Source: an optimization exercise on an open RTL-to-GDS flow (aim: small area). Production flows keep margins and buffers that such runs may drop.
RTL that was checked went through simulation tests only; none was proved equivalent to the original.
Power is estimated from default activity; no workload was simulated.

Setup of v45:
Design fir_lowpass, start of the top module:
module fir_lowpass #(
    parameter DATA_WIDTH = 16
) (
    input signed [DATA_WIDTH-1:0] i2s_data_in,
    output reg signed [(DATA_WIDTH+16)-1:0] i2s_data_out,
    input clk,
    input resetn
);
  reg [15:0] r0;
  reg [15:0] r1;
  reg [15:0] r2;
  reg [15:0] r3;
  reg [15:0] r4;
  reg [15:0] r5;
  reg [15:0] r6;
  reg [15:0] r7;
  reg [15:0] r8;
  reg [15:0] r9;
  reg [15:0] r10;
  reg [15:0] r11;
  reg [15:0] r12;
  reg [15:0] r13;
  reg [15:0] r14;
  reg [15:0] r15;
  reg rst_d;
  reg q0_0;
  reg q1_0;
  reg q2_0;
  reg q3_0;
  reg q4_0;
  reg q4_1;
  reg q5_0;
  reg q5_1;
  reg q6_0;
  reg q7_0;
  reg q7_1;
  reg q8_0;
  reg q8_1;
  reg q9_0;
  reg q10_0;
  reg q10_1;
  reg q11_0;
  reg q12_0;
  reg q13_0;
  reg q14_0;
  reg q15_0;
  reg q16_0;
  reg q16_1;
  reg q17_0;
  reg q18_0;
  reg q18_1;
  reg q19_0;
  reg q19_1;
  reg q20_0;
  reg q21_0;
  reg q21_1;
  reg q22_0;
  reg q22_1;
  reg q23_0;
  reg q23_1;
  reg q24_0;
  reg q25_0;
  reg q25_1;
  reg q26_0;
  reg q26_1;
  reg q27_0;
  reg q28_0;
  reg q28_1;
  reg q29_0;
  reg q30_0;
  wire s1, c2;
  fir_ha us1 (r1[0], r15[0], s1, c2);
  wire s3, c4;
  fir_fa us3 (r1[1], r15[1], c2, s3, c4);
  wire s5, c6;
  fir_fa us5 (r1[2], r15[2], c4, s5, c6);
  wire s7, c8;
  fir_fa us7 (r1[3], r15[3], c6, s7, c8);
  wire s9, c10;
  fir_fa us9 (r1[4], r15[4], c8, s9, c10);
  wire s11, c12;
  fir_fa us11 (r1[5], r15[5], c10, s11, c12);
  wire s13, c14;
  fir_fa us13 (r1[6], r15[6], c12, s13, c14);
  wire s15, c16;
  fir_fa us15 (r1[7], r15[7], c14, s15, c16);
  wire s17, c18;
  ...
==> flow/config.mk <==
export PLATFORM = sky130hd
export DESIGN_NAME = fir_lowpass
export DESIGN_NICKNAME = fir_lowpass
export VERILOG_FILES = /design/flow/design.v
export SDC_FILE = /design/flow/constraint.sdc
export NUM_CORES = 4
export LEC_CHECK = 0
export CAP_MARGIN = 20
export CORE_MARGIN = 2
export CORE_UTILIZATION = 60
export CTS_CLUSTER_DIAMETER = 80
export CTS_CLUSTER_SIZE = 30
export PLACE_DENSITY = 0.7
export SLEW_MARGIN = 20
export SYNTH_HIERARCHICAL = 1
export SYNTH_MINIMUM_KEEP_SIZE = 0
==> flow/constraint.sdc <==
create_clock -name core_clock -period 8.0 [get_ports {clk}]
set_input_delay 1.6000 -clock core_clock [delete_from_list [all_inputs] [get_ports {clk}]]
set_output_delay 1.6000 -clock core_clock [all_outputs]
set_load 0.01 [all_outputs]
run.sh (not shown) runs the stock make flow with config.mk's settings and CLKGATE_MAP_FILE= SYNTH_SCRIPT=/design/flow/synth_recipe.tcl, a recipe that flattens the netlist after the stock synthesis.
## Diff of input files: v24 against v45
--- a/flow/config.mk
+++ b/flow/config.mk
@@ -11,2 +11 @@
-export CTS_CLUSTER_DIAMETER = 80
-export CTS_CLUSTER_SIZE = 30
+export CTS_BUF_LIST = sky130_fd_sc_hd__clkbuf_4 sky130_fd_sc_hd__clkbuf_8
### Flow results
The final reports for v24 and v45 show combinational group share of total power lower in the former.
For the share of total power consumed by net switching, v24 came in 1.6 points lower than v45 did.
v24: CTS H-tree depth higher than v45
On global-route total usage across every layer: v24 sits above v45.
Relative to v45, routed length per placed instance decreased by 0.13 um in v24.
Compared to v45, v24 has post-route non-filler standard cell count 64 higher.
The power attributed to sequential cells of v24 and that of v45 are within noise of each other.
Lower worst setup slack among v45 and v24: v45
Clock buffer count ended up 65 higher on v24 than on v45.
Relative to v24, the following input files were edited for v55:
--- a/flow/config.mk
+++ b/flow/config.mk
@@ -11 +11 @@
-export CTS_BUF_LIST = sky130_fd_sc_hd__clkbuf_4 sky130_fd_sc_hd__clkbuf_8
+export GPL_TIMING_DRIVEN = 0
==> comparison <==
Between v55 and v24, the area taken by flip-flops and latches does not differ in any meaningful way. Compared with v24, v55 has less setup slack. Diff v24 -> v55: time the final worst path needs with I/O delays and setup went up; largest fanout of any net on the critical path went up; final weighted congestion in routability-driven placement went down.
The following lists how v10 was set up differently from v55:
--- a/flow/config.mk
+++ b/flow/config.mk
@@ -11 +10,0 @@
-export GPL_TIMING_DRIVEN = 0
Looking at timing startpoint of the critical path, the r2[0] result is from v10; the r5[0] one comes from v55.
The per-cell routed wire length in v10 sits 1.0 um below the value recorded for v55.
Against v55, v10 reports a critical path depth that is higher.
A highest routing layer actually used of met5 is what v10 shows, while met4 belongs to v55.
Going from v55 to v10, the worst slack after detailed placement was found to have gone up by 470 ps.
[v10] post-DP HPWL fell 990 um relative to v55
The lower number of clock buffers in the layout came out of v10.
Total power divided by cell area shrinks slightly when moving from v55 to v10.
v10 ends up with a final routed wirelength across all metal layers that is 2000 um lower than in v55.
No functional check of the RTL was part of any run of this note.


JK:
Another version of the RTL of fir_lowpass (not shown whole).
Size: ~1800 cells after synthesis, about 50 I/O pins.
clock: 8.0 ns
lec_check: 0
cap_margin: 20
core_margin: 2
core_utilization: 70
cts_cluster_diameter: 80
cts_cluster_size: 30
gpl_timing_driven: 0
place_density: 0.8
slew_margin: 20
synth_hierarchical: 1
synth_minimum_keep_size: 0
Input-level comparison between MS and JK:
Settings: a change of PLACE_DENSITY from 0.8 to 0.7; a change of CORE_UTILIZATION from 70 to 60.
### Flow results
Every stage of the flow completed for MS, and the final layout passed the timing, DRC and antenna checks.
On MS: global-route track usage on met1 is 5.1 points lower than what JK gave.
Measured against each other, JK and MS differ in worst slew slack as a fraction of its limit, the higher figure coming from MS.
Summary of MS over JK: maximum fanout along the worst path went down, part of the total power dissipated in combinational logic flat, die extent in y picked up an extra about 8%.
Final design instance area without fill ended up 0.41% higher on MS than on JK.
MS has global-route wire length before repair below what JK had.
Between JK and MS, the difference in total power is negligible.

-- what the ideal ports hide --
The results above use ideal ports. As a check the final layouts listed here were re-extracted and re-timed, cells and wires unchanged.
Step 1: set_driving_cell puts a clkbuf_16 on clk and a buf_2 on each other input, an assumption about the parent block.
Step 2 times the ports against the registers' clock, not the clock port: input delays grow and output delays shrink by t, the midpoint of the rising clock arrivals with the driver on.
Slacks: ideal ports / drivers / drivers and shift; pairs: ideal ports / drivers.
| run | t, ns | setup WS [ns] | worst setup path at the end |
|---|---|---|---|
| v45 | 0.615 | 0.270 / 0.270 / 0.270 | register to register |
| v24 | 0.722 | 0.290 / 0.290 / 0.290 | register to register |
| v55 | 0.611 | 0.142 / 0.142 / 0.142 | register to register |
| v10 | 0.609 | 0.291 / 0.291 / 0.291 | register to register |
| JK | 0.613 | 0.176 / 0.176 / 0.176 | register to register |
| MS | 0.613 | 0.221 / 0.221 / 0.221 | register to register |
After both steps setup and hold are still met in every run listed.
